What follows belongs to an exercise in optimizing a design on an open flow for small area; a production flow would make more cautious choices.
In this exercise RTL edits were held to simulation tests only and were not proved equivalent to the original.
Power and IR drop assume default switching activity.

### flow/constraint.sdc
create_clock -name core_clock -period 20.0 [get_ports {clk}]
set_input_delay 4.0000 -clock core_clock [delete_from_list [all_inputs] [get_ports {clk}]]
set_output_delay 4.0000 -clock core_clock [all_outputs]
set_load 0.01 [all_outputs]
### flow/config.mk
export PLATFORM = sky130hd
export DESIGN_NAME = module_mini_cpu
export DESIGN_NICKNAME = module_mini_cpu
export VERILOG_FILES = /design/flow/design.v
export SDC_FILE = /design/flow/constraint.sdc
export NUM_CORES = 4
export LEC_CHECK = 0
export CAP_MARGIN = 0
export CORE_MARGIN = 2
export CORE_UTILIZATION = 40
export CTS_BUF_LIST = sky130_fd_sc_hd__clkbuf_8
export CTS_CLUSTER_DIAMETER = 80
export CTS_CLUSTER_SIZE = 15
export GPL_TIMING_DRIVEN = 0
export PLACE_DENSITY = 0.6
export SLEW_MARGIN = 0
### flow/flow/abc_area.script
strash
&get -n
&fraig -x
&put
scorr
dc2
dretime
strash
&get -n
&dch -f
&nf -R 1000
&put
strash
&get -n
&dch -f
&nf -R 1000
&put
### flow/standard.sh
#!/bin/bash
# synth_recipe.tcl (not shown) runs the flow's synth.tcl, then flattens the netlist and writes it again
# the make line also repeats each setting of config.mk as NAME=value (left out here)
make -C /OpenROAD-flow-scripts/flow DESIGN_CONFIG=/design/flow/config.mk WORK_HOME=/design/flow/orfs CLKGATE_MAP_FILE= SYNTH_SCRIPT=/design/flow/synth_recipe.tcl "${@:-finish}"
### flow/flow/run.sh
#!/bin/bash
# Standard ORFS layout (the standard.sh) with these changes to how the
# netlist is mapped and buffered:
#  - ABC maps the logic with an area-oriented script (abc_area.script here)
#    instead of ORFS's delay-oriented one; registers are mapped before ABC,
#    so they are the standard synthesis's, with the same names and cells.
#  - Yosys does not extract adders into full/half-adder cells (ADDER_MAP_FILE
#    empty); ABC maps that logic with the rest.
#  - port buffers use the smallest buffer cell.
# Every tool's output goes to the ORFS logs under orfs/logs and to
# standard.log in this folder.
set -euo pipefail
W=$PWD
rm -rf "$W/scripts_mod"
cp -r "$FLOW_HOME/scripts" "$W/scripts_mod"
cp "$W/flow/abc_area.script" "$W/scripts_mod/abc_area.script"
bash standard.sh SCRIPTS_DIR="$W/scripts_mod" ABC_AREA=1 ADDER_MAP_FILE= \
  "BUFFER_PORTS_ARGS=-buffer_cell sky130_fd_sc_hd__buf_1" finish > "$W/standard.log" 2>&1
### flow/design.v
module module_alu (
    input  wire [21:0] x,
    input  wire [21:0] y,
    input  wire        sub,
    output wire [21:0] sum,
    output wire [15:0] sat
);
    assign sum = x + (y ^ {22{sub}}) + {21'd0, sub};
    wire pos_ovf = ~sum[21] & (|sum[20:15]);
    wire neg_ovf =  sum[21] & ~(&sum[20:15]);
    assign sat = pos_ovf ? 16'h7fff : neg_ovf ? 16'h8000 : sum[15:0];
endmodule
module memory (
    input wire clk,
    input wire rst,
    input wire clr,
    input wire we,
    input wire [3:0] waddr,
    input wire [15:0] wdata,
    input wire [3:0] raddr,
    output wire [15:0] rdata
);
    reg ph;
    reg [127:0] s0;
    reg [127:0] s1;
    wire [15:0] d = clr ? 16'd0 : wdata;
    wire wr = we & (waddr[0] != ph);
    always @(posedge clk) ph <= ~ph & ~rst;
    genvar j;
    generate
        for (j = 0; j < 8; j = j + 1) begin : ring
            always @(posedge clk) begin
                s1[16*j +: 16] <= s0[16*j +: 16];
                s0[16*j +: 16] <= (clr | (wr & (waddr[3:1] == j))) ? d : s1[16*j +: 16];
            end
        end
    endgenerate
    wire [3:0] pos = {raddr[3:1], raddr[0] ^ ph};
    reg [15:0] rd;
    integer k;
    always @(*) begin
        rd = 16'd0;
        for (k = 0; k < 8; k = k + 1) begin
            rd = rd | (s0[16*k +: 16] & {16{pos == 2*k}});
            rd = rd | (s1[16*k +: 16] & {16{pos == 2*k+1}});
        end
    end
    assign rdata = rd;
endmodule
module lcd (
    input clk_50MHz,
    input reset_n,
    input display_enable,
    input [2:0] opcode_last,
    input [3:0] reg_number,
    input [15:0] reg_value,
    output reg [7:0] LCD_DATA,
    output reg LCD_RS,
    output reg LCD_EN,
    output LCD_RW,
    output wire LCD_ON
);
    assign LCD_RW = 1'b0;
    assign LCD_ON = 1'b1;
    localparam [4:0]
        S_OFF   = 5'd0,
        S_PWR   = 5'd1,
        S_W15   = 5'd2,
        S_FS1   = 5'd3,
        S_FS2   = 5'd4,
        S_FS3   = 5'd5,
        S_FSF   = 5'd6,
        S_DOFF  = 5'd7,
        S_DCLR  = 5'd8,
        S_EM    = 5'd9,
        S_DON   = 5'd10,
        S_IDLE0 = 5'd11,
        S_IDLE  = 5'd12,
        S_PRE   = 5'd13,
        S_SA1   = 5'd14,
        S_WC1   = 5'd15,
        S_SA2   = 5'd16,
        S_WC2   = 5'd17;
    reg [4:0] state;
    reg [19:0] cnt;
    reg [3:0] idx;
    reg [2:0] s_op;
    reg [3:0] s_rn;
    reg s_neg;
    reg [15:0] v;
    reg [3:0] dig;
    reg blank;
    wire at_end = (state == S_W15 && cnt == 20'd750000) | (state == S_FS1 && cnt == 20'd207002) |
                  (state == S_DCLR && cnt == 20'd102002) | (state == S_DON && cnt == 20'd2001) |
                  ((state == S_SA1 || state == S_WC1 || state == S_SA2 || state == S_WC2) && cnt == 20'd4002) |
                  ((state == S_FS2 || state == S_FS3 || state == S_FSF || state == S_DOFF || state == S_EM) && cnt == 20'd7002);
    reg [7:0] c1;
    always @(*) begin
        c1 = " ";
        case (s_op)
            3'b000: case (idx) 0: c1 = "L"; 1: c1 = "O"; 2: c1 = "A"; 3: c1 = "D"; default: ; endcase
            3'b001: case (idx) 0: c1 = "A"; 1: c1 = "D"; 2: c1 = "D"; default: ; endcase
            3'b010: case (idx) 0: c1 = "A"; 1: c1 = "D"; 2: c1 = "D"; 3: c1 = "I"; default: ; endcase
            3'b011: case (idx) 0: c1 = "S"; 1: c1 = "U"; 2: c1 = "B"; default: ; endcase
            3'b100: case (idx) 0: c1 = "S"; 1: c1 = "U"; 2: c1 = "B"; 3: c1 = "I"; default: ; endcase
            3'b101: case (idx) 0: c1 = "M"; 1: c1 = "U"; 2: c1 = "L"; default: ; endcase
            3'b110: case (idx) 0: c1 = "C"; 1: c1 = "L"; 2: c1 = "E"; 3: c1 = "A"; 4: c1 = "R"; default: ; endcase
            3'b111: case (idx) 0: c1 = "D"; 1: c1 = "P"; 2: c1 = "L"; default: ; endcase
        endcase
    end
    wire dig0 = (dig == 4'd0);
    reg [7:0] c2;
    always @(*) begin
        c2 = " ";
        if (s_op != 3'b110) begin
            case (idx)
                0: c2 = "[";
                1: c2 = {7'h18, s_rn[3]};
                2: c2 = {7'h18, s_rn[2]};
                3: c2 = {7'h18, s_rn[1]};
                4: c2 = {7'h18, s_rn[0]};
                5: c2 = "]";
                10: c2 = s_neg ? "-" : "+";
                11, 12: c2 = (blank & dig0) ? " " : {4'h3, dig};
                13, 14, 15: c2 = {4'h3, dig};
                default: ;
            endcase
        end
    end
    reg [15:0] p;
    always @(*) begin
        case (idx)
            4'd10: p = 16'd10000;
            4'd11: p = 16'd1000;
            4'd12: p = 16'd100;
            4'd13: p = 16'd10;
            default: p = 16'd1;
        endcase
    end
    wire [3:0] bi = cnt[3:0] - 4'd1;
    wire pb = p[bi];
    reg cy;         
    reg restore;    
    reg done;       
    wire negp = (idx == 4'd9);
    wire xa = negp ? ~v[0] : v[0];
    wire yb = negp ? 1'b0 : (pb ^ ~restore);
    wire cin = (bi == 4'd0) ? ~restore : cy;
    wire tb = xa ^ yb ^ cin;
    wire co = negp ? (xa & cin) : ((xa & yb) | (xa & cin) | (yb & cin));
    wire run = (state == S_WC2) & (cnt != 20'd0) & ~done & ((idx >= 4'd10 && idx != 4'd15) | (negp & s_neg));
    wire pass_end = run & (bi == 4'd15);
    wire latch = (state == S_IDLE) & display_enable;
    always @(posedge clk_50MHz) begin
        if (latch) begin
            s_op <= opcode_last;
            s_rn <= reg_number;
            s_neg <= reg_value[15];
            v <= reg_value;
            blank <= 1'b1;
            dig <= 4'd0;
            restore <= 1'b0;
            done <= 1'b0;
        end else if (state == S_WC2 && cnt == 20'd0) begin
            dig <= 4'd0;
            restore <= 1'b0;
            done <= 1'b0;
            if (idx == 4'd11) blank <= dig0;
        end else if (run) begin
            v <= {tb, v[15:1]};
            cy <= co;
            if (pass_end) begin
                if (restore | negp) done <= 1'b1;
                else if (co) dig <= dig + 4'd1;
                else restore <= 1'b1;
            end
        end
    end
    always @(posedge clk_50MHz) begin
        if (!reset_n) begin
            state <= S_OFF;
            LCD_EN <= 0;
            LCD_RS <= 0;
            LCD_DATA <= 0;
            cnt <= 0;
            idx <= 0;
        end else begin
            case (state)
                S_OFF: begin
                    state <= S_PWR;
                end
                S_PWR: begin
                    state <= S_W15;
                end
                S_IDLE0: state <= S_IDLE;
                S_IDLE: if (display_enable) state <= S_PRE;
                S_PRE: state <= S_SA1;
                default: begin
                    cnt <= cnt + 20'd1;
                    if (state != S_W15) begin
                        if (cnt == 20'd0) begin
                            case (state)
                                S_FS1, S_FS2, S_FS3: LCD_DATA <= 8'h30;
                                S_FSF:  LCD_DATA <= 8'h38;
                                S_DOFF: LCD_DATA <= 8'h08;
                                S_DCLR: LCD_DATA <= 8'h01;
                                S_EM:   LCD_DATA <= 8'h06;
                                S_DON:  LCD_DATA <= 8'h0C;
                                S_SA1:  LCD_DATA <= 8'h80;
                                S_SA2:  LCD_DATA <= 8'hC0;
                                S_WC1:  LCD_DATA <= c1;
                                default: LCD_DATA <= c2;
                            endcase
                            LCD_RS <= (state == S_WC1) | (state == S_WC2);
                        end
                        if (cnt == 20'd1) LCD_EN <= 1;
                        if (cnt == 20'd2001) LCD_EN <= 0;
                    end
                    if (at_end) begin
                        cnt <= 0;
                        case (state)
                            S_WC1: begin
                                idx <= idx + 4'd1;
                                if (idx == 4'd15) state <= S_SA2;
                            end
                            S_WC2: begin
                                idx <= idx + 4'd1;
                                if (idx == 4'd15) state <= S_IDLE;
                            end
                            S_DON: state <= S_IDLE0;
                            default: state <= state + 5'd1;
                        endcase
                    end
                end
            endcase
        end
    end
endmodule
module module_mini_cpu(
    input clk,
    input rst,               
    input power,
    input send,
    input [17:0] switches,
    output wire [7:0] data,
    output wire rs,
    output wire rw,
    output wire en,
    output wire lcd_on,
    output wire lcd_blon
);
    localparam IDLE       = 3'd1;
    localparam FETCH      = 3'd2;
    localparam DECODE     = 3'd3;
    localparam EXECUTE    = 3'd4;
    localparam UPDATE_LCD = 3'd5;
    reg [2:0] state;
    reg system_on;
    reg prev_power;
    reg prev_send;
    reg mem_reset;
    reg lcd_update_en;
    reg [17:0] ir;
    reg [21:0] acc;
    wire [2:0] op  = ir[17:15];
    wire [2:0] op0 = switches[17:15];
    wire in_decode = (state == DECODE);
    wire in_exec   = (state == EXECUTE);
    wire in_upd    = (state == UPDATE_LCD);
    wire in_last   = (state == IDLE) & lcd_update_en;
    wire [3:0] raddr = in_decode ? ((op0 == 3'b111) ? switches[14:11] : switches[10:7])
                                 : ((op == 3'b001 || op == 3'b011) ? ir[6:3] : ir[10:7]);
    wire [15:0] rdata;
    wire [21:0] A = {{6{rdata[15]}}, rdata};
    wire is_mul  = (op == 3'b101);
    wire mul0    = (op0 == 3'b101);
    wire load0   = (op0 == 3'b000);
    wire mstep   = is_mul & (in_exec | in_upd | in_last);
    wire addsub1 = in_exec & (op == 3'b001 || op == 3'b011);
    wire imm1    = in_exec & (op == 3'b010 || op == 3'b100);
    reg [2:0] bt;
    always @(*) begin
        if (in_decode)     bt = mul0 ? {2'b00, switches[5]} : 3'b001;
        else if (addsub1)  bt = 3'b001;
        else if (!mstep)   bt = 3'b000;
        else if (in_exec)  bt = ir[5:3];
        else if (in_upd)   bt = ir[3:1];
        else               bt = {ir[1:0], 1'b0};
    end
    wire b_neg = bt[2] & ~(bt[1] & bt[0]);
    wire b_one = bt[1] ^ bt[0];
    wire b_two = (bt == 3'b011) | (bt == 3'b100);
    wire [21:0] booth = b_one ? A : b_two ? {A[20:0], 1'b0} : 22'd0;
    wire use_imm = (in_decode & load0) | imm1;
    wire [5:0] imm6 = in_decode ? switches[9:4] : ir[5:0];
    wire [21:0] ax = in_decode ? 22'd0 : mstep ? {acc[19:0], 2'b00} : acc;
    wire [21:0] ay = use_imm ? {16'd0, imm6} : booth;
    wire asub = in_decode ? (load0 ? switches[10] : (mul0 & switches[6])) :
                addsub1 ? op[1] :
                imm1 ? (ir[6] ^ op[2]) :
                mstep & (ir[6] ^ b_neg);
    wire [21:0] sum;
    wire [15:0] result;
    module_alu alu_inst (.x(ax), .y(ay), .sub(asub), .sum(sum), .sat(result));
    always @(posedge clk) begin
        acc <= sum;
        if (in_decode) ir <= switches;
    end
    reg last_d;
    always @(posedge clk) last_d <= in_last;
    wire mem_we = system_on & (in_last | last_d) & ~(op[2] & op[1]);
    reg mem_reset_d;
    always @(posedge clk) mem_reset_d <= mem_reset;
    memory mem_inst (
        .clk(clk),
        .rst(rst),
        .clr(mem_reset | mem_reset_d),
        .we(mem_we),
        .waddr(ir[14:11]),
        .wdata(result),
        .raddr(raddr),
        .rdata(rdata)
    );
    lcd lcd_inst (
        .clk_50MHz(clk),
        .reset_n(system_on & ~rst),
        .display_enable(lcd_update_en),
        .opcode_last(op),
        .reg_number(ir[14:11]),
        .reg_value(result),
        .LCD_DATA(data),
        .LCD_RS(rs),
        .LCD_EN(en),
        .LCD_RW(rw),
        .LCD_ON(lcd_on)
    );
    assign lcd_blon = 1'b0;
    always @(posedge clk) begin
        if (rst) begin
            state <= IDLE;
            system_on <= 0;
            prev_power <= 1;
            prev_send <= 1;
            mem_reset <= 0;
            lcd_update_en <= 0;
        end else begin
            prev_power <= power;
            prev_send <= send;
            if (power && !prev_power) begin
                system_on <= ~system_on;
                if (!system_on) begin
                    state <= IDLE;
                    mem_reset <= 1;
                end
            end
            if (system_on) begin
                mem_reset <= 0;
                case (state)
                    IDLE: begin
                        lcd_update_en <= 0;
                        if (send && !prev_send) state <= FETCH;
                    end
                    FETCH: state <= DECODE;
                    DECODE: begin
                        if (op0 == 3'b110) mem_reset <= 1;
                        state <= EXECUTE;
                    end
                    EXECUTE: state <= UPDATE_LCD;
                    UPDATE_LCD: begin
                        lcd_update_en <= 1;
                        state <= IDLE;
                    end
                    default: state <= IDLE;
                endcase
            end
        end
    end
endmodule
==> results of run 1 <==
## final timing paths
path	from	slack [ns]	end	depth (start not counted)
max	switches[16]	6.45	mem_inst.s0[19]	44
min	mem_inst.s0[35]	0.34	mem_inst.s1[35]	0
max reg2reg	state[0]	8.51	mem_inst.s0[19]	47
min reg2reg	mem_inst.s0[35]	0.34	mem_inst.s1[35]	0
## metal layers
metal / up-vias / global-route usage (%)
li1: 5821 / -
met1: 5997 / 30.6
met2: 481 / 37.2
met3: 117 / 4.35
met4: 0 / 8.51
met5: - / 0
## cell usage in the layout, fill, tap and decap left out, types with 37 or more instances in the layout
cell type,instances
sky130_fd_sc_hd__dfxtp_1,335
sky130_fd_sc_hd__nor2_1,160
sky130_fd_sc_hd__nand2_1,111
sky130_fd_sc_hd__a22o_1,128
sky130_fd_sc_hd__edfxtp_1,43
sky130_fd_sc_hd__a222oi_1,65
sky130_fd_sc_hd__o21ai_0,78
sky130_fd_sc_hd__xnor2_1,37
sky130_fd_sc_hd__a21oi_1,70
sky130_fd_sc_hd__nor3_1,44
sky130_fd_sc_hd__nand3_1,37
## stage by stage
| stage | hold WS [ns] | utilization (%) | setup slack, ns | total power, mW |
|---|---|---|---|---|
| floorplan | 0.330 | - | 8.11 | 0.980 |
| detailed placement | 0.336 | 44.3 | 5.85 | 1.08 |
| CTS | 0.340 | 45.6 | 6.48 | 1.46 |
| global placement | 0.334 | 42.4 | 4.39 | 1.06 |
| global route | 0.338 | 45.6 | 5.57 | 1.51 |
| finish | 0.343 | 45.6 | 6.45 | 1.45 |
## registers in the layout, summed over array words and instances, names as in the netlist, 3 cells and up
signal	cells
state	3
ir	18
mem_inst.s1	128
mem_inst.s0	128
lcd_inst.idx	4
lcd_inst.LCD_DATA	8
lcd_inst.s_op	3
lcd_inst.v	16
lcd_inst.dig	4
acc	22
lcd_inst.state	5
lcd_inst.s_rn	4
lcd_inst.cnt	20
## worst register-to-register path, delay by kind of cell, from the launching register on
family | cells | cell delay, ns
buf+inv | 7 | 1.56
xor+xnor | 3 | 0.81
fa+ha+maj | 3 | 1.09
flops | 1 | 0.42
simple gates | 19 | 4.35
compound gates | 15 | 3.23
## power groups by stage
| stage | clock [mW] | sequential [mW] | combinational (mW) |
|---|---|---|---|
| 2_1_floorplan | 0 | 0.819 | 0.162 |
| 4_1_cts | 0.396 | 0.806 | 0.256 |
| 3_5_place_dp | 0 | 0.823 | 0.255 |
| 5_1_grt | 0.424 | 0.808 | 0.281 |
| 6_report | 0.387 | 0.806 | 0.259 |
| 3_3_place_gp | 0 | 0.822 | 0.240 |
## logic make-up after synthesis
logic type,after synthesis
xor+xnor,58
mux,17
compound gates,469
other cells,2
buf+inv,31
simple gates,507
fa+ha+maj,4
flops,378
## final cells by class
type | count | area [sq um]
Multi-Input combinational cell | 1058 | 6650
Sequential cell | 378 | 8000
Fill cell | 3508 | 19800
Timing Repair Buffer | 67 | 743
Inverter | 28 | 105
Clock buffer | 29 | 399
Tap cell | 468 | 586
Clock inverter | 14 | 67.6
Buffer | 3 | 22.5
==> results_dict.tcl, run 1 <==
set metrics [dict create \
    synth.ff_latch_count 378 \
    critical_path_required_ns 20.58 \
    timing_worst_slew_pin_value_ns 1.10 \
    clk-insertion-delay-late_ns 0.66 \
    postRouteWirelength_um 44300 \
    io_count 35 \
    yosys.area_share.simple_pct 16.2 \
    drt-initial-drc-count 1266 \
    chip_height_um 196 \
    share_of_final_layout_standard_cells_stronger_than_drive_strength_1_pct 6.59 \
    slew_viol_final 0 \
    synth_flop_cell "sky130_fd_sc_hd__dfxtp_1" \
    placement_stage_cell_area_sq_um 16100 \
    finalCritPeriodShare_pct 67.7 \
    route.vias.total 12416 \
    io_buffer_count 31 \
    wl_on_met1_um 19300 \
    cellLeakagePower_nw 5.87 \
    finalNonFillerCells 2045 \
    cell_area_after_synthesis_sq_um 14700 \
    cts-resized-gates 0 \
    pwr-share-seq_pct 55.5 \
    setup_viol 0 \
    path_max_fanout 15 \
    final_period_minus_worst_setup_slack_ns 13.55 \
    slew_headroom_pct 26.6 \
    p_int_mw 0.999 \
    worst_path_dominant_cell_family "simple AND/OR/NAND/NOR gates" \
    remaining_drc_errors 0 \
    dp_cells 2002 \
    post_synth_num_cell_types 56 \
    synth_cells 1466 \
    die_width_um 196 \
    finalHoldViolations 0 \
    number_of_antenna_violations_at_the_first_check_in_global_routing 0 \
    status "complete, no violations" \
    route.met3.wl_um 3200 \
    max_capacitance_violation_total 0 \
    met2_wirelength_um 20200 \
    nets 1587 \
    power_density_normalized_to_cell_area_nw_per_um2 87.6 \
    part_of_the_total_power_dissipated_in_the_clock_network_pct 26.7 \
    synth_top_family_by_area "compound AO/OA/AOI/OAI gates" \
    synthXorXnorAreaFrac_pct 3.46 \
    numCtsBuffers 29 \
    synth_top_cells_by_area "sky130_fd_sc_hd__dfxtp_1 46%, sky130_fd_sc_hd__edfxtp_1 8.8%, sky130_fd_sc_hd__a22o_1 7.6%" \
    synth_compound_gate_area_share_pct 23.6 \
    comb_power_share_pct 17.9 \
    sw_frac_of_total_pct 31.2 \
    maximum_number_of_pins_on_one_net_before_global_route_repair 35 \
    yosys.area.top_type_share_pct 45.7 \
    postRouteAntennaNets 0 \
    cp_slowest_cell "sky130_fd_sc_hd__nor2_1" \
    synth_sequential_area_ratio_pct 54.5 \
    firstDrtPassIters 9 \
    critical_path_s_most_frequent_cell "sky130_fd_sc_hd__nor2_1" \
    finalSetupTns_ns 0 \
    cp-start-kind "input port" \
    hold_class "reg2reg" \
    die-area_sq_um 38300 \
    viasPerCell 6.07 \
    numClockSinks 378 \
    gp_congestion 0.874 \
    yosys.area_share.adder_pct 0.273 \
    first_global_vias 12154 \
    cts_tree "done" \
    synth_top_area_cell "sky130_fd_sc_hd__dfxtp_1" \
    clock.fmax_ghz 0.0738 \
    cts_root_buf "sky130_fd_sc_hd__clkbuf_8" \
    ctsHtreeMaxLevel 1 \
    worst_path_largest_cell_delay_ns 0.88 \
    postCtsHoldBufs 0 \
    post_synth.cell_area_avg_sq_um 10.0 \
    count_of_buffer_and_inverter_cells_on_the_critical_path 5 \
    synthMuxAreaShare_pct 1.17 \
    synth.yosys.warnings 3 \
    area_growth_syn_to_layout_pct 12.8 \
    rsz_0062_raised_after_global_routing "no" \
    initial_core_util_pct 40.4 \
    critical_path_arrival_ns 14.12 \
    maxUsedRoutingLayer "met4" \
    grt_pass1_wl_um 69200 \
    ir_worst_vdd_mv 0.0663 \
    placeableCoreArea_sq_um 36300 \
    design_area_sq_um 16600 \
    finalClockSkew_ns 0.0265 \
    antenna_cells_inserted 0 \
    dp_hpwl_um 30600 \
    synth_most_common_cell "sky130_fd_sc_hd__dfxtp_1" \
    gr-usage-all-layers_pct 23.0 \
    timing_worst_setup_path_type "in2reg" \
    post_cts_clock_slew_at_the_launch_and_capture_registers_of_the_worst_setup_and_hold_paths_ns 0.10 \
    grt_remaining_overflow 0 \
    endpoint_kind "register" \
    netlist_top_cells_count "335 x sky130_fd_sc_hd__dfxtp_1, 190 x sky130_fd_sc_hd__nor2_1, 128 x sky130_fd_sc_hd__a22o_1" \
    max-clock-path-buffers 3 \
    switching_power_mw 0.453 \
    async_flop_share_pct 0 \
    floorplan.rows 70 \
    post_cts_buffers 0 \
    post_drt_wl_per_cell_um 21.6 \
    number_of_flops_mapped_to_enable_cells_by_yosys 43 \
]
==> inputs of run 2 (changes only) <==
==> flow/config.mk (replaced) <==
export PLATFORM = sky130hd
export DESIGN_NAME = module_mini_cpu
export DESIGN_NICKNAME = module_mini_cpu
export VERILOG_FILES = /design/flow/design.v
export SDC_FILE = /design/flow/constraint.sdc
export NUM_CORES = 4
export LEC_CHECK = 0
export CAP_MARGIN = 20
export CORE_MARGIN = 2
export CORE_UTILIZATION = 40
export CTS_BUF_LIST = sky130_fd_sc_hd__clkbuf_4
export PLACE_DENSITY = 0.6
export SLEW_MARGIN = 20
==> results_dict.tcl, run 2 <==
set metrics [dict create \
    status "complete, no violations" \
    endpoint_kind "register" \
    setup_viol 0 \
    rsz_0062_raised_after_global_routing "no" \
    viasPerCell 5.91 \
    numClockSinks 378 \
    die-area_sq_um 38300 \
    slew_viol_final 0 \
    share_of_final_layout_standard_cells_stronger_than_drive_strength_1_pct 11.1 \
    remaining_drc_errors 0 \
    placeableCoreArea_sq_um 36300 \
    nets 1652 \
    async_flop_share_pct 0 \
    post_cts_buffers 0 \
    clock.fmax_ghz 0.0825 \
    critical_path_s_most_frequent_cell "sky130_fd_sc_hd__nor2_1" \
    initial_core_util_pct 40.4 \
    p_int_mw 1.19 \
    layout_commonest_cell "sky130_fd_sc_hd__dfxtp_1" \
    timing_worst_slew_pin_value_ns 1.03 \
    area_growth_syn_to_layout_pct 14.9 \
    slew_headroom_pct 30.6 \
    netlist_top_cells_count "335 x sky130_fd_sc_hd__dfxtp_1, 190 x sky130_fd_sc_hd__nor2_1, 128 x sky130_fd_sc_hd__a22o_1" \
    post-route-util_pct 46.4 \
    switching_power_mw 0.516 \
    cts_tree "done" \
    maximum_number_of_pins_on_one_net_before_global_route_repair 36 \
    cp_slowest_cell "sky130_fd_sc_hd__or4_1" \
    io_buffer_count 31 \
    floorplan.rows 70 \
    max-clock-path-buffers 3 \
    critical_path_arrival_ns 12.80 \
    cts-resized-gates 0 \
    synth_top_cells_by_area "sky130_fd_sc_hd__dfxtp_1 46%, sky130_fd_sc_hd__edfxtp_1 8.8%, sky130_fd_sc_hd__a22o_1 7.6%" \
    route.vias.total 12814 \
    design_power_total_mw 1.71 \
    post_synth.cell_area_avg_sq_um 10.0 \
    firstDrtPassIters 10 \
    part_of_the_total_power_dissipated_in_the_clock_network_pct 37.9 \
    post_drt_wl_per_cell_um 20.9 \
    finalSetupTns_ns 0 \
    hold_class "reg2reg" \
    finalHoldViolations 0 \
    grt_remaining_overflow 0 \
    die_width_um 196 \
    ir_worst_vdd_mv 0.0607 \
    pwr-share-seq_pct 47.2 \
    grt_pass1_wl_um 71200 \
    power_density_normalized_to_cell_area_nw_per_um2 101 \
    postRouteWirelength_um 45400 \
    cp-start-kind "input port" \
    io_count 35 \
    chip_height_um 196 \
    first_global_vias 12711 \
    critical_path_required_ns 20.67 \
    postCtsHoldBufs 0 \
    cellLeakagePower_nw 6.19 \
    synth_cells 1466 \
    top_regs "mem_inst.s0: 128 flops, mem_inst.s1: 128 flops, acc: 22 flops" \
    cell_area_after_synthesis_sq_um 14700 \
    synth_flop_cell "sky130_fd_sc_hd__dfxtp_1" \
    number_of_antenna_violations_at_the_first_check_in_global_routing 2 \
    gp_congestion 0.843 \
    dp_hpwl_um 28600 \
    finalClockSkew_ns 0.0689 \
    post_synth_num_cell_types 56 \
    gr-usage-all-layers_pct 23.7 \
    timing_worst_setup_path_type "in2reg" \
    postRouteAntennaNets 0 \
    ctsHtreeMaxLevel 3 \
    synth.yosys.warnings 3 \
    cts_root_buf "sky130_fd_sc_hd__clkbuf_4" \
    post_cts_clock_slew_at_the_launch_and_capture_registers_of_the_worst_setup_and_hold_paths_ns 0.07 \
    finalCritPeriodShare_pct 60.6 \
    synth.ff_latch_count 378 \
    final_period_minus_worst_setup_slack_ns 12.13 \
    numCtsBuffers 94 \
    layout_common_cells "335 x sky130_fd_sc_hd__dfxtp_1, 190 x sky130_fd_sc_hd__nor2_1, 138 x sky130_fd_sc_hd__clkbuf_4, 128 x sky130_fd_sc_hd__a22o_1, 111 x sky130_fd_sc_hd__nand2_1" \
    sw_frac_of_total_pct 30.2 \
    number_of_flops_mapped_to_enable_cells_by_yosys 43 \
    worst_path_largest_cell_delay_ns 0.53 \
    max_capacitance_violation_total 0 \
    synth_sequential_area_ratio_pct 54.5 \
    yosys.area.top_type_share_pct 45.7 \
    drt-initial-drc-count 1129 \
    comb_power_share_pct 14.9 \
    synth_most_common_cell "sky130_fd_sc_hd__dfxtp_1" \
    clk-insertion-delay-late_ns 0.81 \
    path_max_fanout 16 \
    synth_top_area_cell "sky130_fd_sc_hd__dfxtp_1" \
]
==> run 2: cell counts after synthesis <==
Identical to the previous run, type by type.
==> run 2: kinds of logic (layout without fill, tap and decap cells) <==
| logic type | Yosys count | after routing | share of synthesized area (%) |
|---|---|---|---|
| xor gates and xnor gates | 58 | 58 | 3.46 |
| and+or+nand+nor | 507 | 507 | 16.2 |
| buffers and inverters | 31 | 264 | 0.869 |
| adders and majority gates | 4 | 4 | 0.273 |
| muxes | 17 | 17 | 1.17 |
| DFF | 378 | 378 | 54.5 |
| other | 2 | 5 | 0.0511 |
| AOI/OAI and AO/OA | 469 | 469 | 23.6 |
==> run 2: worst paths after layout <==
check,from,end,cells past startpoint,slack [ns]
max,switches[16],mem_inst.s0[104],44,7.87
min,mem_inst.s0[80],mem_inst.s1[80],0,0.34
max reg2reg,state[0],mem_inst.s0[104],42,9.67
min reg2reg,mem_inst.s0[80],mem_inst.s1[80],0,0.34
==> run 2: power by group through the flow <==
stage	Clock (mW)	Sequential (mW)	Combinational [mW]
6_report	0.647	0.806	0.254
5_1_grt	0.701	0.809	0.275
4_1_cts	0.663	0.806	0.249
3_5_place_dp	0	0.823	0.249
3_3_place_gp	0	0.823	0.250
2_1_floorplan	0	0.819	0.162
==> run 2: cell type report <==
type | count | area (sq um)
tap | 468 | 586
fill | 3518 | 19500
sequential | 378 | 8000
clock buffer | 138 | 1040
timing repair buffer | 70 | 409
multi-input combinational | 1058 | 6580
antenna | 2 | 5.00
clock inverter | 28 | 156
inverter | 28 | 105
==> run 2: metal layers <==
metal  track usage, %  up-vias  wire, um
met5                0        -         0
met3             5.25      108      3520
met2             38.1      535     21000
met1             30.8     6135     19600
met4             10.4        0      1360
li1                 -     6036         -
==> run 2: through the flow <==
step | instances | cell area, sq um | setup slack [ns] | hold WS, ns
final | 2170 | 16900 | 7.87 | 0.339
after global routing | 2170 | 16900 | 6.94 | 0.346
after CTS | 2168 | 16900 | 8.01 | 0.340
after detailed placement | 2002 | 15700 | 7.23 | 0.336
after global placement | 2002 | 15700 | 7.35 | 0.331
after floorplan | 1467 | 14700 | 8.11 | 0.330
==> run 2: worst max-delay path, delay by kind of cell <==
kind | cells | cell delay (ns)
xor gates and xnor gates | 3 | 0.69
and+or+nand+nor | 17 | 2.84
adders and majority gates | 3 | 1.06
buffers and inverters | 5 | 0.77
AOI/OAI and AO/OA | 16 | 3.43
==> inputs of run 3 (changes only) <==
--- a/flow/design.v
+++ b/flow/design.v
@@ -83,6 +83,16 @@
         S_WC2   = 5'd17;
     reg [4:0] state;
-    reg [19:0] cnt;
     reg [3:0] idx;
+    reg [3:0] cnt_lo;
+    reg [15:0] cnt_hi;
+    wire [15:0] hi_next = {cnt_hi[14:0], ~(cnt_hi[15] ^ cnt_hi[14] ^ cnt_hi[12] ^ cnt_hi[3])};
+    wire c0     = (cnt_lo == 4'd0)  & (cnt_hi == 16'h0000);   
+    wire c1_    = (cnt_lo == 4'd1)  & (cnt_hi == 16'h0000);   
+    wire c2001  = (cnt_lo == 4'd1)  & (cnt_hi == 16'h6b08);   
+    wire c4002  = (cnt_lo == 4'd2)  & (cnt_hi == 16'h53e5);   
+    wire c7002  = (cnt_lo == 4'd10) & (cnt_hi == 16'h32b2);   
+    wire c102k  = (cnt_lo == 4'd2)  & (cnt_hi == 16'h24b9);   
+    wire c207k  = (cnt_lo == 4'd10) & (cnt_hi == 16'h8464);   
+    wire c750k  = (cnt_lo == 4'd0)  & (cnt_hi == 16'h7b0b);   
     reg [2:0] s_op;
     reg [3:0] s_rn;
@@ -91,8 +101,8 @@
     reg [3:0] dig;
     reg blank;
-    wire at_end = (state == S_W15 && cnt == 20'd750000) | (state == S_FS1 && cnt == 20'd207002) |
-                  (state == S_DCLR && cnt == 20'd102002) | (state == S_DON && cnt == 20'd2001) |
-                  ((state == S_SA1 || state == S_WC1 || state == S_SA2 || state == S_WC2) && cnt == 20'd4002) |
-                  ((state == S_FS2 || state == S_FS3 || state == S_FSF || state == S_DOFF || state == S_EM) && cnt == 20'd7002);
+    wire at_end = (state == S_W15 && c750k) | (state == S_FS1 && c207k) |
+                  (state == S_DCLR && c102k) | (state == S_DON && c2001) |
+                  ((state == S_SA1 || state == S_WC1 || state == S_SA2 || state == S_WC2) && c4002) |
+                  ((state == S_FS2 || state == S_FS3 || state == S_FSF || state == S_DOFF || state == S_EM) && c7002);
     reg [7:0] c1;
     always @(*) begin
@@ -129,18 +139,21 @@
     end
     reg [15:0] p;
+    reg [3:0] k;
     always @(*) begin
         case (idx)
-            4'd10: p = 16'd10000;
-            4'd11: p = 16'd1000;
-            4'd12: p = 16'd100;
-            4'd13: p = 16'd10;
-            default: p = 16'd1;
+            4'd9:  begin p = 16'd1;     k = 4'd2;  end
+            4'd10: begin p = 16'd10000; k = 4'd5;  end
+            4'd11: begin p = 16'd1000;  k = 4'd8;  end
+            4'd12: begin p = 16'd100;   k = 4'd11; end
+            4'd13: begin p = 16'd10;    k = 4'd14; end
+            default: begin p = 16'd1;   k = 4'd1;  end
         endcase
     end
-    wire [3:0] bi = cnt[3:0] - 4'd1;
+    wire [3:0] bi = cnt_lo + k;
     wire pb = p[bi];
     reg cy;         
     reg restore;    
     reg done;       
+    reg hold;       
     wire negp = (idx == 4'd9);
     wire xa = negp ? ~v[0] : v[0];
@@ -149,24 +162,27 @@
     wire tb = xa ^ yb ^ cin;
     wire co = negp ? (xa & cin) : ((xa & yb) | (xa & cin) | (yb & cin));
-    wire run = (state == S_WC2) & (cnt != 20'd0) & ~done & ((idx >= 4'd10 && idx != 4'd15) | (negp & s_neg));
+    wire run = (state == S_WC2) & ~c0 & ~hold & ~done & ((idx >= 4'd10 && idx != 4'd15) | (negp & s_neg));
     wire pass_end = run & (bi == 4'd15);
     wire latch = (state == S_IDLE) & display_enable;
     always @(posedge clk_50MHz) begin
+        if (latch) v <= reg_value;
+        else v <= {run ? tb : v[0], v[15:1]};
+    end
+    always @(posedge clk_50MHz) begin
         if (latch) begin
             s_op <= opcode_last;
             s_rn <= reg_number;
             s_neg <= reg_value[15];
-            v <= reg_value;
             blank <= 1'b1;
             dig <= 4'd0;
-            restore <= 1'b0;
-            done <= 1'b0;
-        end else if (state == S_WC2 && cnt == 20'd0) begin
+        end else if (state == S_WC2 && c0) begin
             dig <= 4'd0;
             restore <= 1'b0;
             done <= 1'b0;
+            hold <= 1'b1;
             if (idx == 4'd11) blank <= dig0;
+        end else if (hold) begin
+            if (bi == 4'd15) hold <= 1'b0;
         end else if (run) begin
-            v <= {tb, v[15:1]};
             cy <= co;
             if (pass_end) begin
@@ -183,5 +199,6 @@
             LCD_RS <= 0;
             LCD_DATA <= 0;
-            cnt <= 0;
+            cnt_lo <= 0;
+            cnt_hi <= 0;
             idx <= 0;
         end else begin
@@ -197,7 +214,8 @@
                 S_PRE: state <= S_SA1;
                 default: begin
-                    cnt <= cnt + 20'd1;
+                    cnt_lo <= cnt_lo + 4'd1;
+                    if (cnt_lo == 4'd15) cnt_hi <= hi_next;
                     if (state != S_W15) begin
-                        if (cnt == 20'd0) begin
+                        if (c0) begin
                             case (state)
                                 S_FS1, S_FS2, S_FS3: LCD_DATA <= 8'h30;
@@ -214,9 +232,10 @@
                             LCD_RS <= (state == S_WC1) | (state == S_WC2);
                         end
-                        if (cnt == 20'd1) LCD_EN <= 1;
-                        if (cnt == 20'd2001) LCD_EN <= 0;
+                        if (c1_) LCD_EN <= 1;
+                        if (c2001) LCD_EN <= 0;
                     end
                     if (at_end) begin
-                        cnt <= 0;
+                        cnt_lo <= 0;
+                        cnt_hi <= 0;
                         case (state)
                             S_WC1: begin
--- a/flow/config.mk
+++ b/flow/config.mk
@@ -9,5 +9,7 @@
 export CORE_MARGIN = 2
 export CORE_UTILIZATION = 40
-export CTS_BUF_LIST = sky130_fd_sc_hd__clkbuf_4
+export CTS_BUF_LIST = sky130_fd_sc_hd__clkbuf_8
+export CTS_CLUSTER_DIAMETER = 80
+export CTS_CLUSTER_SIZE = 15
 export PLACE_DENSITY = 0.6
 export SLEW_MARGIN = 20
==> results_dict.tcl, run 3 <==
set metrics [dict create \
    path_max_fanout 16 \
    slew_headroom_pct 34.4 \
    io_count 35 \
    reg2reg_slack_ns 9.03 \
    placement_stage_cell_area_sq_um 15500 \
    worst_hold_slack_ns 0.351 \
    cp-start-kind "input port" \
    finalHoldViolations 0 \
    post_cts_clock_slew_at_the_launch_and_capture_registers_of_the_worst_setup_and_hold_paths_ns 0.10 \
    cellLeakagePower_nw 5.86 \
    synth.yosys.warnings 3 \
    floorplan.rows 69 \
    endpoint_kind "register" \
    synth_top_cells_by_area "sky130_fd_sc_hd__dfxtp_1 48%, sky130_fd_sc_hd__a22o_1 9.1%, sky130_fd_sc_hd__edfxtp_1 6.2%" \
    finalSetupTns_ns 0 \
    remaining_drc_errors 0 \
    power_density_normalized_to_cell_area_nw_per_um2 90.7 \
    firstDrtPassIters 22 \
    postCtsHoldBufs 0 \
    rsz_0062_raised_after_global_routing "no" \
    clk-insertion-delay-late_ns 0.65 \
    die_width_um 194 \
    post_synth_num_cell_types 57 \
    chip_height_um 194 \
    finalCritPeriodShare_pct 64.6 \
    postRouteAntennaNets 0 \
    timing_worst_slew_pin_value_ns 0.981 \
    number_of_antenna_violations_at_the_first_check_in_global_routing 0 \
    nets 1557 \
    gp_congestion 0.890 \
    max_capacitance_violation_total 0 \
    synth.ff_latch_count 379 \
    max-clock-path-buffers 3 \
    worst_path_largest_cell_delay_ns 0.63 \
    post_synth.cell_area_avg_sq_um 10.1 \
    finalClockSkew_ns 0.0146 \
    setup_viol 0 \
    maximum_number_of_pins_on_one_net_before_global_route_repair 42 \
    numCtsBuffers 29 \
    critical_path_arrival_ns 13.51 \
    layout_common_cells "349 x sky130_fd_sc_hd__dfxtp_1, 171 x sky130_fd_sc_hd__nor2_1, 150 x sky130_fd_sc_hd__a22o_1, 129 x sky130_fd_sc_hd__nand2_1, 77 x sky130_fd_sc_hd__o21ai_0" \
    cell_area_after_synthesis_sq_um 14500 \
    viasPerCell 6.06 \
    filler_cell_count 3440 \
    cts-resized-gates 0 \
    synth_cells 1437 \
    io_buffer_count 31 \
    placeableCoreArea_sq_um 35700 \
    critical_path_s_most_frequent_cell "sky130_fd_sc_hd__nand2_1" \
    gr-usage-all-layers_pct 22.3 \
    design_area_sq_um 15900 \
    share_of_final_layout_standard_cells_stronger_than_drive_strength_1_pct 4.86 \
    area_growth_syn_to_layout_pct 10.0 \
    netlist_top_cells_count "349 x sky130_fd_sc_hd__dfxtp_1, 171 x sky130_fd_sc_hd__nor2_1, 150 x sky130_fd_sc_hd__a22o_1" \
    hold_class "reg2reg" \
    postRouteWirelength_um 43200 \
    worst_path_dominant_cell_family "compound AO/OA/AOI/OAI gates" \
    numClockSinks 379 \
    dp_hpwl_um 27800 \
    final_period_minus_worst_setup_slack_ns 12.93 \
    cts_tree "done" \
    cp_slowest_cell "sky130_fd_sc_hd__nor2b_1" \
    number_of_flops_mapped_to_enable_cells_by_yosys 30 \
    async_flop_share_pct 0 \
    grt_pass1_wl_um 67000 \
    top_regs "mem_inst.s0: 128 flops, mem_inst.s1: 128 flops, acc: 22 flops" \
    drt-initial-drc-count 1232 \
    count_of_buffer_and_inverter_cells_on_the_critical_path 2 \
    cts_root_buf "sky130_fd_sc_hd__clkbuf_8" \
    slew_viol_final 0 \
    clock.fmax_ghz 0.0774 \
    route.vias.total 12143 \
    post_cts_buffers 0 \
    synth_most_common_cell "sky130_fd_sc_hd__dfxtp_1" \
    first_global_vias 11639 \
    ir_worst_vdd_mv 0.0538 \
    status "complete, no violations" \
    synth_flop_cell "sky130_fd_sc_hd__dfxtp_1" \
    antenna_cells_inserted 0 \
    die-area_sq_um 37700 \
    grt_remaining_overflow 0 \
    synth_top_area_cell "sky130_fd_sc_hd__dfxtp_1" \
    ctsHtreeMaxLevel 1 \
    initial_core_util_pct 40.6 \
    layout_commonest_cell "sky130_fd_sc_hd__dfxtp_1" \
    yosys.area.top_type_share_pct 48.2 \
    critical_path_required_ns 20.59 \
    synth_sequential_area_ratio_pct 54.5 \
    timing_worst_setup_path_type "in2reg" \
    post_drt_wl_per_cell_um 21.5 \
]
## run 3: through the flow
step	utilization (%)	power, mW	worst slack (ns)	instances
after floorplan	-	0.979	7.87	1438
after global placement	43.3	1.06	6.71	1964
after detailed placement	43.3	1.06	6.47	1964
after CTS	44.7	1.45	7.09	2003
after global routing	44.7	1.51	6.04	2004
final	44.7	1.45	7.07	2004
## run 3: layout make-up
class	count	area (sq um)	share of cell area (%)
flip-flops and latches	379	7890	49.5
inverters	21	78.8	0.495
multi-input cells	1035	6530	40.9
repair buffers	69	402	2.52
clock buffers	31	427	2.68
well taps	461	577	3.62
clock inverters	8	40.0	0.251
## run 3: logic make-up (layout without fill, tap and decap cells)
logic type	after synthesis	count (layout)	synth area share (%)
buffers and inverters	24	129	0.700
other	2	3	0.0519
flip-flops	379	379	54.5
AO/OA/AOI/OAI	461	461	24.0
multiplexers	16	16	1.15
XOR/XNOR	66	66	3.99
adder cells (fa/ha/maj)	3	3	0.207
AND/OR/NAND/NOR	486	486	15.4
## run 3: worst paths after layout
| path | startpoint | end | cells past startpoint |
|---|---|---|---|
| setup / recovery | switches[17] | mem_inst.s0[43] | 46 |
| hold / removal | mem_inst.s0[79] | mem_inst.s1[79] | 0 |
| setup reg to reg | state[0] | mem_inst.s0[43] | 41 |
| hold reg to reg | mem_inst.s0[79] | mem_inst.s1[79] | 0 |
## run 3: worst register-to-register path: cells and delay by family (launching register included)
family,cells,cell delay [ns]
adder cells (fa/ha/maj),2,0.81
AND/OR/NAND/NOR,23,4.81
XOR/XNOR,1,0.43
AO/OA/AOI/OAI,14,4.04
flip-flops,1,0.54
buffers and inverters,1,0.30
## run 3: where the power goes
group	total (mW)	internal, mW	switching [mW]
registers	0.804	0.790	0.0135
clock network	0.392	0.141	0.250
logic	0.250	0.0678	0.182
## run 3: layer usage
layer,GRT usage (%),part of all wire [%],vias up
met4,8.38,3.7,0
met3,3.26,6.9,112
met2,37.1,46,477
met5,0,0,-
li1,-,-,5691
met1,29.4,43,5863
==> inputs of run 4 (changes only) <==
--- a/flow/config.mk
+++ b/flow/config.mk
@@ -8,8 +8,8 @@
 export CAP_MARGIN = 20
 export CORE_MARGIN = 2
-export CORE_UTILIZATION = 40
+export CORE_UTILIZATION = 65
 export CTS_BUF_LIST = sky130_fd_sc_hd__clkbuf_8
 export CTS_CLUSTER_DIAMETER = 80
 export CTS_CLUSTER_SIZE = 15
-export PLACE_DENSITY = 0.6
+export PLACE_DENSITY = 0.75
 export SLEW_MARGIN = 20
==> results_dict.tcl, run 4 <==
set metrics [dict create \
    status "complete, no violations" \
    layout_common_cells "349 x sky130_fd_sc_hd__dfxtp_1, 170 x sky130_fd_sc_hd__nor2_1, 150 x sky130_fd_sc_hd__a22o_1, 129 x sky130_fd_sc_hd__nand2_1, 77 x sky130_fd_sc_hd__o21ai_0" \
    top_regs "mem_inst.s0: 128 flops, mem_inst.s1: 128 flops, acc: 22 flops" \
    max_capacitance_violation_total 0 \
    chip_height_um 153 \
    numCtsBuffers 29 \
    placement_stage_cell_area_sq_um 15200 \
    antenna_cells_inserted 0 \
    synth_flop_cell "sky130_fd_sc_hd__dfxtp_1" \
    clock.fmax_ghz 0.0780 \
    layout_commonest_cell "sky130_fd_sc_hd__dfxtp_1" \
    worst_path_largest_cell_delay_ns 0.54 \
    grt_pass1_wl_um 65900 \
    postCtsHoldBufs 0 \
    share_of_final_layout_standard_cells_stronger_than_drive_strength_1_pct 4.74 \
    initial_core_util_pct 66.4 \
    post_drt_wl_per_cell_um 23.4 \
    placeableCoreArea_sq_um 21800 \
    dp_hpwl_um 27600 \
    finalHoldViolations 0 \
    cellLeakagePower_nw 5.84 \
    hold-path-endpoint "mem_inst.s1[123]" \
    die_width_um 153 \
    critical_path_required_ns 20.55 \
    number_of_flops_mapped_to_enable_cells_by_yosys 30 \
    area_growth_syn_to_layout_pct 8.23 \
    clk-insertion-delay-late_ns 0.62 \
    cts-resized-gates 0 \
    die-area_sq_um 23500 \
    nets 1556 \
    synth_top_cells_by_area "sky130_fd_sc_hd__dfxtp_1 48%, sky130_fd_sc_hd__a22o_1 9.1%, sky130_fd_sc_hd__edfxtp_1 6.2%" \
    timing_worst_setup_path_type "in2reg" \
    max-clock-path-buffers 3 \
    async_flop_share_pct 0 \
    slew_headroom_pct 20.0 \
    post_cts_buffers 0 \
    number_of_antenna_violations_at_the_first_check_in_global_routing 0 \
    rsz_0062_raised_after_global_routing "no" \
    numClockSinks 379 \
    synth_most_common_cell "sky130_fd_sc_hd__dfxtp_1" \
    ctsHtreeMaxLevel 1 \
    hold_class "reg2reg" \
    setup_viol 0 \
    maximum_number_of_pins_on_one_net_before_global_route_repair 43 \
    cp-start-kind "input port" \
    post_cts_clock_slew_at_the_launch_and_capture_registers_of_the_worst_setup_and_hold_paths_ns 0.10 \
    reg2reg_slack_ns 9.30 \
    first_global_vias 11652 \
    netlist_top_cells_count "349 x sky130_fd_sc_hd__dfxtp_1, 171 x sky130_fd_sc_hd__nor2_1, 150 x sky130_fd_sc_hd__a22o_1" \
    path_max_fanout 16 \
    postRouteAntennaNets 0 \
    gp_congestion 0.879 \
    postRouteWirelength_um 42500 \
    timing_worst_slew_pin_value_ns 1.20 \
    viasPerCell 6.75 \
    r2r-end "mem_inst.s0[121]" \
    synth_cells 1437 \
    cts_tree "done" \
    finalClockSkew_ns 0.0245 \
    depth_of_the_worst_hold_timing_path 0 \
    critical_path_s_most_frequent_cell "sky130_fd_sc_hd__nand2_1" \
    finalCritPeriodShare_pct 64.1 \
    hp-start "mem_inst.s0[123]" \
    crit-reg2reg-launch "state[0]" \
    cts_root_buf "sky130_fd_sc_hd__clkbuf_8" \
    post_synth_num_cell_types 57 \
    design_power_total_mw 1.43 \
    critical_path_arrival_ns 13.37 \
    firstDrtPassIters 8 \
    cell_area_after_synthesis_sq_um 14500 \
    synth.yosys.warnings 3 \
    depth_of_the_most_critical_reg_to_reg_path 44 \
    route.vias.total 12285 \
    io_count 35 \
    post_synth.cell_area_avg_sq_um 10.1 \
    endpoint_kind "register" \
    synth.ff_latch_count 379 \
    cp_slowest_cell "sky130_fd_sc_hd__o31a_1" \
    floorplan.rows 54 \
    slew_viol_final 0 \
    yosys.area.top_type_share_pct 48.2 \
    remaining_drc_errors 0 \
    finalSetupTns_ns 0 \
    synth_top_area_cell "sky130_fd_sc_hd__dfxtp_1" \
    drt-initial-drc-count 1446 \
    io_buffer_count 31 \
    design_area_sq_um 15700 \
    ir_worst_vdd_mv 0.0667 \
    grt_remaining_overflow 0 \
    power_density_normalized_to_cell_area_nw_per_um2 91.5 \
    gr-usage-all-layers_pct 35.4 \
    final_period_minus_worst_setup_slack_ns 12.82 \
    synth_sequential_area_ratio_pct 54.5 \
]
run 4: cell types whose count changed in the layout (fill, tap and decap cells not counted), sizes merged:
cell,change
buf,-1
clkbuf,-1
inv,-2
run 4: worst max-delay path by stage:
stage | from | endpoint | cells past startpoint
final | switches[15] | mem_inst.s0[121] | 46
after global routing | switches[15] | mem_inst.s0[41] | 46
after CTS | switches[15] | mem_inst.s0[75] | 46
after detailed placement | switches[16] | mem_inst.s0[75] | 46
after global placement | switches[17] | mem_inst.s0[43] | 45
after floorplan | switches[17] | mem_inst.s0[114] | 43
run 4: cells by family after synthesis:
family	count (synthesis)	share of synthesized area [%]
AO/OA/AOI/OAI	461	24.0
XOR/XNOR	66	3.99
adder cells (fa/ha/maj)	3	0.207
buffers and inverters	24	0.700
flip-flops	379	54.5
multiplexers	16	1.15
other	2	0.0519
AND/OR/NAND/NOR	486	15.4
run 4: cell type report:
cell class | count | area [sq um]
flip-flops and latches | 379 | 7890
fillers | 1689 | 6150
repair buffers | 68 | 394
inverters | 21 | 78.8
multi-input cells | 1035 | 6520
well taps | 280 | 350
clock inverters | 6 | 37.5
clock buffers | 30 | 413
run 4: layer usage:
layer	GRT usage, %	share of wire [%]	wire [um]
met5	0	0	0
met3	7.40	11	4520
met2	55.8	44	18700
met4	15.3	5.1	2180
met1	47.7	40	17100
run 4: stage by stage:
step	hold slack (ns)	cells	util, %	setup slack [ns]
after floorplan	0.330	1438	-	7.87
after global placement	0.333	1783	69.8	7.00
after detailed placement	0.336	1783	69.8	6.76
after CTS	0.338	1819	71.8	7.35
after global routing	0.341	1819	71.8	6.24
final	0.336	1819	71.8	7.18
run 4: report_power, final:
| group | total, mW | leakage (nW) | switching, mW | internal (mW) |
|---|---|---|---|---|
| clock network | 0.378 | 0.249 | 0.241 | 0.137 |
| registers | 0.804 | 3.10 | 0.0138 | 0.790 |
| logic | 0.252 | 2.49 | 0.184 | 0.0680 |
run 4: worst max-delay path, delay by kind of cell:
| family | cells | cell delay [ns] |
|---|---|---|
| buffers and inverters | 2 | 0.43 |
| and+or+nand+nor | 21 | 3.02 |
| xor gates and xnor gates | 3 | 1.02 |
| adders and majority gates | 2 | 0.81 |
| AOI/OAI and AO/OA | 18 | 4.08 |
==> inputs of run 5 (changes only) <==
--- a/flow/flow/run.sh
+++ b/flow/flow/run.sh
@@ -15,4 +15,4 @@
 cp -r "$FLOW_HOME/scripts" "$W/scripts_mod"
 cp "$W/flow/abc_area.script" "$W/scripts_mod/abc_area.script"
-bash standard.sh SCRIPTS_DIR="$W/scripts_mod" ABC_AREA=1 ADDER_MAP_FILE= \
+bash standard.sh SCRIPTS_DIR="$W/scripts_mod" ABC_AREA=1 ADDER_MAP_FILE= MATCH_CELL_FOOTPRINT=0 \
   "BUFFER_PORTS_ARGS=-buffer_cell sky130_fd_sc_hd__buf_1" finish > "$W/standard.log" 2>&1
--- a/flow/config.mk
+++ b/flow/config.mk
@@ -8,8 +8,8 @@
 export CAP_MARGIN = 20
 export CORE_MARGIN = 2
-export CORE_UTILIZATION = 65
+export CORE_UTILIZATION = 40
 export CTS_BUF_LIST = sky130_fd_sc_hd__clkbuf_8
 export CTS_CLUSTER_DIAMETER = 80
 export CTS_CLUSTER_SIZE = 15
-export PLACE_DENSITY = 0.75
+export PLACE_DENSITY = 0.6
 export SLEW_MARGIN = 20
==> results_dict.tcl, run 5 <==
set metrics [dict create \
    endpoint_kind "register" \
    max_capacitance_violation_total 0 \
    placeableCoreArea_sq_um 35700 \
    critical_path_required_ns 20.59 \
    hp-start "mem_inst.s0[79]" \
    gp_congestion 0.890 \
    synth_sequential_area_ratio_pct 54.5 \
    number_of_antenna_violations_at_the_first_check_in_global_routing 0 \
    cp_slowest_cell "sky130_fd_sc_hd__nor2b_1" \
    maximum_number_of_pins_on_one_net_before_global_route_repair 42 \
    cell_area_after_synthesis_sq_um 14500 \
    synth.ff_latch_count 379 \
    cellLeakagePower_nw 5.86 \
    cts-resized-gates 0 \
    finalCritPeriodShare_pct 64.6 \
    initial_core_util_pct 40.6 \
    worst_hold_slack_ns 0.351 \
    top_usage_layer "met2" \
    crit-reg2reg-launch "state[0]" \
    io_buffer_count 31 \
    sw_frac_of_total_pct 30.9 \
    layout_commonest_cell "sky130_fd_sc_hd__dfxtp_1" \
    area_growth_syn_to_layout_pct 10.0 \
    netlist_top_cells_count "349 x sky130_fd_sc_hd__dfxtp_1, 171 x sky130_fd_sc_hd__nor2_1, 150 x sky130_fd_sc_hd__a22o_1" \
    hold-path-endpoint "mem_inst.s1[79]" \
    cts_root_buf "sky130_fd_sc_hd__clkbuf_8" \
    synth_cells 1437 \
    route.vias.total 12143 \
    post_synth.cell_area_avg_sq_um 10.1 \
    slew_headroom_pct 34.4 \
    drt-initial-drc-count 1232 \
    chip_height_um 194 \
    post_drt_wl_per_cell_um 21.5 \
    grt_pass1_wl_um 67000 \
    synth_flop_cell "sky130_fd_sc_hd__dfxtp_1" \
    dp_hpwl_um 27800 \
    first_global_vias 11639 \
    top_regs "mem_inst.s0: 128 flops, mem_inst.s1: 128 flops, acc: 22 flops" \
    floorplan.rows 69 \
    async_flop_share_pct 0 \
    postRouteWirelength_um 43200 \
    synth_most_common_cell "sky130_fd_sc_hd__dfxtp_1" \
    layout_common_cells "349 x sky130_fd_sc_hd__dfxtp_1, 171 x sky130_fd_sc_hd__nor2_1, 150 x sky130_fd_sc_hd__a22o_1, 129 x sky130_fd_sc_hd__nand2_1, 77 x sky130_fd_sc_hd__o21ai_0" \
    gr-usage-all-layers_pct 22.3 \
    clk-insertion-delay-late_ns 0.65 \
    clock.fmax_ghz 0.0774 \
    ir_worst_vdd_mv 0.0538 \
    postRouteAntennaNets 0 \
    synth_top_cells_by_area "sky130_fd_sc_hd__dfxtp_1 48%, sky130_fd_sc_hd__a22o_1 9.1%, sky130_fd_sc_hd__edfxtp_1 6.2%" \
    die_width_um 194 \
    post_cts_clock_slew_at_the_launch_and_capture_registers_of_the_worst_setup_and_hold_paths_ns 0.10 \
    nets 1557 \
    final_period_minus_worst_setup_slack_ns 12.93 \
    path_max_fanout 16 \
    ctsHtreeMaxLevel 1 \
    numClockSinks 379 \
    antenna_cells_inserted 0 \
    met1_usage_pct 29.4 \
    rsz_0062_raised_after_global_routing "no" \
    viasPerCell 6.06 \
    post_synth_num_cell_types 57 \
    slew_viol_final 0 \
    switching_power_mw 0.446 \
    critical_path_arrival_ns 13.51 \
    io_count 35 \
    finalHoldViolations 0 \
    share_of_final_layout_standard_cells_stronger_than_drive_strength_1_pct 4.86 \
    finalClockSkew_ns 0.0146 \
    part_of_the_total_power_dissipated_in_the_clock_network_pct 27.1 \
    post_cts_buffers 0 \
    setup_viol 0 \
    remaining_drc_errors 0 \
    post-route-util_pct 44.7 \
    comb_power_share_pct 17.3 \
    cp-start-kind "input port" \
    depth_of_the_worst_hold_timing_path 0 \
    synth_top_area_cell "sky130_fd_sc_hd__dfxtp_1" \
    synth.yosys.warnings 3 \
    reg2reg_slack_ns 9.03 \
    max-clock-path-buffers 3 \
    firstDrtPassIters 22 \
    grt_remaining_overflow 0 \
    globalRouteMet2Util_pct 37.1 \
    status "complete, no violations" \
    critical_path_s_most_frequent_cell "sky130_fd_sc_hd__nand2_1" \
    r2r-end "mem_inst.s0[43]" \
    hold_class "reg2reg" \
    finalSetupTns_ns 0 \
    number_of_flops_mapped_to_enable_cells_by_yosys 30 \
    worst_path_largest_cell_delay_ns 0.63 \
    timing_worst_slew_pin_value_ns 0.981 \
    grtUsageMet3_pct 3.26 \
    die-area_sq_um 37700 \
    postCtsHoldBufs 0 \
    power_density_normalized_to_cell_area_nw_per_um2 90.7 \
    depth_of_the_most_critical_reg_to_reg_path 41 \
    cts_tree "done" \
    yosys.area.top_type_share_pct 48.2 \
    p_int_mw 0.999 \
    pwr-share-seq_pct 55.6 \
    timing_worst_setup_path_type "in2reg" \
    numCtsBuffers 29 \
]
## run 5: area by class of cell
type,count,area [sq um]
clock buffer,31,427
inverter,21,78.8
multi-input combinational,1035,6530
sequential,379,7890
clock inverter,8,40.0
fill,3440,19700
tap,461,577
timing repair buffer,69,402
## run 5: worst max path at each step
stage	startpoint	end	cells past startpoint
final	switches[17]	mem_inst.s0[43]	46
after global routing	switches[17]	mem_inst.s0[43]	46
after CTS	switches[17]	mem_inst.s0[43]	45
after detailed placement	switches[17]	mem_inst.s0[27]	45
after global placement	switches[17]	mem_inst.s0[27]	45
after floorplan	switches[17]	mem_inst.s0[114]	43
## run 5: power by group through the flow
stage | clock (mW) | combinational (mW) | sequential [mW]
final | 0.392 | 0.250 | 0.804
after floorplan | 0 | 0.162 | 0.817
after global placement | 0 | 0.243 | 0.821
after CTS | 0.401 | 0.244 | 0.804
after detailed placement | 0 | 0.243 | 0.821
after global routing | 0.427 | 0.272 | 0.807
## run 5: cells by family (layout without fill, tap and decap cells)
logic type,count (synthesis),after routing,share of synthesized area (%)
xor+xnor,66,66,3.99
flops,379,379,54.5
simple gates,486,486,15.4
fa+ha+maj,3,3,0.207
mux,16,16,1.15
buf+inv,24,129,0.700
compound gates,461,461,24.0
other cells,2,3,0.0519
## run 5: through the flow
step | power (mW) | area [sq um] | cells | worst slack [ns]
floorplan | 0.979 | 14500 | 1438 | 7.87
global placement | 1.06 | 15500 | 1964 | 6.71
detailed placement | 1.06 | 15500 | 1964 | 6.47
CTS | 1.45 | 15900 | 2003 | 7.09
global route | 1.51 | 15900 | 2004 | 6.04
finish | 1.45 | 15900 | 2004 | 7.07
## run 5: critical path, delay by kind of cell
family	cells	cell delay, ns
xor gates and xnor gates	3	0.93
buffers and inverters	2	0.43
AOI/OAI and AO/OA	18	4.24
adders and majority gates	2	0.81
and+or+nand+nor	21	3.09
## run 5: layer usage
layer,vias to the layer above,wire length [um]
met4,0,1620
met3,112,2970
met1,5863,18700
met5,-,0
li1,5691,-
met2,477,19900
==> inputs of run 6 (changes only) <==
--- a/flow/design.v
+++ b/flow/design.v
@@ -24,6 +24,5 @@
     reg [127:0] s0;
     reg [127:0] s1;
-    wire [15:0] d = clr ? 16'd0 : wdata;
-    wire wr = we & (waddr[0] != ph);
+    wire wr = we & ~clr & (waddr[0] != ph);
     always @(posedge clk) ph <= ~ph & ~rst;
     genvar j;
@@ -32,5 +31,5 @@
             always @(posedge clk) begin
                 s1[16*j +: 16] <= s0[16*j +: 16];
-                s0[16*j +: 16] <= (clr | (wr & (waddr[3:1] == j))) ? d : s1[16*j +: 16];
+                s0[16*j +: 16] <= ({16{wr & (waddr[3:1] == j)}} & wdata) | ({16{~clr & ~(wr & (waddr[3:1] == j))}} & s1[16*j +: 16]);
             end
         end
@@ -300,5 +299,5 @@
     reg [2:0] bt;
     always @(*) begin
-        if (in_decode)     bt = mul0 ? {2'b00, switches[5]} : 3'b001;
+        if (in_decode)     bt = mul0 ? {2'b00, switches[5]} : load0 ? 3'b000 : 3'b001;
         else if (addsub1)  bt = 3'b001;
         else if (!mstep)   bt = 3'b000;
@@ -310,9 +309,9 @@
     wire b_one = bt[1] ^ bt[0];
     wire b_two = (bt == 3'b011) | (bt == 3'b100);
-    wire [21:0] booth = b_one ? A : b_two ? {A[20:0], 1'b0} : 22'd0;
+    wire [21:0] booth = ({22{b_one}} & A) | ({22{b_two}} & {A[20:0], 1'b0});
     wire use_imm = (in_decode & load0) | imm1;
     wire [5:0] imm6 = in_decode ? switches[9:4] : ir[5:0];
-    wire [21:0] ax = in_decode ? 22'd0 : mstep ? {acc[19:0], 2'b00} : acc;
-    wire [21:0] ay = use_imm ? {16'd0, imm6} : booth;
+    wire [21:0] ax = ({22{mstep}} & {acc[19:0], 2'b00}) | ({22{~in_decode & ~mstep}} & acc);
+    wire [21:0] ay = booth | {16'd0, imm6 & {6{use_imm}}};
     wire asub = in_decode ? (load0 ? switches[10] : (mul0 & switches[6])) :
                 addsub1 ? op[1] :
--- a/flow/flow/run.sh
+++ b/flow/flow/run.sh
@@ -15,4 +15,4 @@
 cp -r "$FLOW_HOME/scripts" "$W/scripts_mod"
 cp "$W/flow/abc_area.script" "$W/scripts_mod/abc_area.script"
-bash standard.sh SCRIPTS_DIR="$W/scripts_mod" ABC_AREA=1 ADDER_MAP_FILE= MATCH_CELL_FOOTPRINT=0 \
+bash standard.sh SCRIPTS_DIR="$W/scripts_mod" ABC_AREA=1 ADDER_MAP_FILE= \
   "BUFFER_PORTS_ARGS=-buffer_cell sky130_fd_sc_hd__buf_1" finish > "$W/standard.log" 2>&1
--- a/flow/config.mk
+++ b/flow/config.mk
@@ -6,10 +6,10 @@
 export NUM_CORES = 4
 export LEC_CHECK = 0
-export CAP_MARGIN = 20
+export CAP_MARGIN = 0
 export CORE_MARGIN = 2
-export CORE_UTILIZATION = 40
+export CORE_UTILIZATION = 65
 export CTS_BUF_LIST = sky130_fd_sc_hd__clkbuf_8
 export CTS_CLUSTER_DIAMETER = 80
 export CTS_CLUSTER_SIZE = 15
-export PLACE_DENSITY = 0.6
-export SLEW_MARGIN = 20
+export PLACE_DENSITY = 0.75
+export SLEW_MARGIN = 0
==> results_dict.tcl, run 6 <==
set metrics [dict create \
    synth_top_family_by_area "compound AO/OA/AOI/OAI gates" \
    synthXorXnorAreaFrac_pct 4.18 \
    synth_sequential_area_ratio_pct 55.3 \
    grt_pass1_wl_um 66900 \
    worst_slack_ns 5.56 \
    final-seq-area_sq_um 7890 \
    firstDrtPassIters 8 \
    placeableCoreArea_sq_um 21700 \
    synth_top_area_cell "sky130_fd_sc_hd__dfxtp_1" \
    cts_tree "done" \
    postRouteWirelength_um 43400 \
    io_buffer_count 31 \
    cts_root_buf "sky130_fd_sc_hd__clkbuf_8" \
    slew_viol_final 0 \
    cell_area_after_synthesis_sq_um 14300 \
    synth_compound_gate_area_share_pct 23.0 \
    finalSetupTns_ns 0 \
    cp-start-kind "input port" \
    cts-resized-gates 0 \
    dp_hpwl_um 27900 \
    top_regs "mem_inst.s0: 128 flops, mem_inst.s1: 128 flops, acc: 22 flops" \
    number_of_flops_mapped_to_enable_cells_by_yosys 30 \
    timing_worst_setup_path_type "in2reg" \
    critical_path_arrival_ns 14.92 \
    grt_remaining_overflow 0 \
    netlist_top_cells_count "349 x sky130_fd_sc_hd__dfxtp_1, 180 x sky130_fd_sc_hd__nand2_1, 124 x sky130_fd_sc_hd__o21ai_0" \
    nets 1546 \
    synthMuxAreaShare_pct 0.755 \
    area_used_by_multi_input_combinational_logic_sq_um 6300 \
    slew_headroom_pct 5.98 \
    synth_flop_cell "sky130_fd_sc_hd__dfxtp_1" \
    share_of_final_layout_standard_cells_stronger_than_drive_strength_1_pct 4.64 \
    yosys.area_share.simple_pct 15.5 \
    status "complete, no violations" \
    die-area_sq_um 23100 \
    route.vias.total 12201 \
    yosys.area.top_type_share_pct 49.0 \
    cellLeakagePower_nw 5.60 \
    finalHoldViolations 0 \
    clk-insertion-delay-late_ns 0.64 \
    power_density_normalized_to_cell_area_nw_per_um2 97.4 \
    yosys.area_share.adder_pct 0.562 \
    post_cts_clock_slew_at_the_launch_and_capture_registers_of_the_worst_setup_and_hold_paths_ns 0.10 \
    filler_cell_count 1701 \
    worst_path_largest_cell_delay_ns 0.83 \
    endpoint_kind "register" \
    setup_viol 0 \
    finalClockSkew_ns 0.0384 \
    numClockSinks 379 \
]
==> run 6: cell families (layout without fill, tap and decap cells) <==
logic type,Yosys count,in the layout
buf+inv,21,120
compound gates,464,464
simple gates,479,479
mux,10,10
other cells,2,3
xor+xnor,68,68
fa+ha+maj,8,8
flops,379,379
==> run 6: per-layer routing <==
metal	share of wire, %	routed length (um)	GRT usage, %	up-vias
li1	-	-	-	5600
met1	39	16700	48.2	5705
met2	44	19300	57.5	723
met3	11	4700	6.70	173
met4	6.1	2650	19.6	0
met5	0	0	0	-
==> run 6: worst paths after layout <==
| path | startpoint | end | slack [ns] | cells after the start |
|---|---|---|---|---|
| min reg2reg | mem_inst.s0[17] | mem_inst.s1[17] | 0.33 | 0 |
| max reg2reg | state[0] | mem_inst.s0[94] | 7.75 | 43 |
| max | switches[17] | mem_inst.s0[94] | 5.56 | 42 |
| min | mem_inst.s0[17] | mem_inst.s1[17] | 0.33 | 0 |
==> run 6: area by class of cell <==
type	instances	share of cell area [%]
timing repair buffer	64	2.36
clock inverter	9	0.470
multi-input combinational	1032	40.8
inverter	18	0.437
clock buffer	29	2.58
sequential	379	51.1
tap	280	2.27
==> run 6: worst reg2reg max path: cells and delay by family (launching register included) <==
| family | cells | cell delay [ns] |
|---|---|---|
| xor+xnor | 3 | 1.27 |
| buf+inv | 4 | 1.28 |
| compound gates | 21 | 4.04 |
| flops | 1 | 0.42 |
| fa+ha+maj | 7 | 2.72 |
| simple gates | 8 | 2.39 |
==> run 6: power breakdown <==
group,switching (mW),leakage (nW),internal [mW]
clock network,0.243,0.265,0.146
logic,0.230,2.23,0.0737
registers,0.0181,3.10,0.793
total,0.491,5.60,1.01
==> run 6: metrics by stage <==
step | total power, mW | instance area [sq um] | std cells
after detailed placement | 1.12 | 15000 | 1773
after floorplan | 1.01 | 14300 | 1432
after global routing | 1.56 | 15400 | 1811
after global placement | 1.12 | 15000 | 1773
after CTS | 1.50 | 15400 | 1811
final | 1.50 | 15400 | 1811

## static timing again, ports no longer ideal
In the flow no input, the clock included, has a driving cell. The finished layouts below were timed again as built, in two steps. Step 1: set_driving_cell puts a clkbuf_16 on clk and a buf_2 on each other input, an assumption about the parent block. Step 2 times the ports against the registers' clock, not the clock port: input delays grow and output delays shrink by t, the midpoint of the rising clock arrivals with the driver on. a / b / c = ideal ports / drivers / drivers and shift; a / b = the first two.
| run | t, ns | setup WS [ns] |
|---|---|---|
| run 1 | 0.689 | 6.454 / 6.475 / 5.787 |
| run 2 | 0.829 | 7.872 / 7.900 / 7.071 |
| run 3 | 0.684 | 7.073 / 7.093 / 6.409 |
| run 4 | 0.653 | 7.177 / 7.197 / 6.545 |
| run 5 | 0.684 | 7.073 / 7.093 / 6.409 |
| run 6 | 0.667 | 5.557 / 5.579 / 4.912 |
After both steps setup and hold are still met in every run listed.
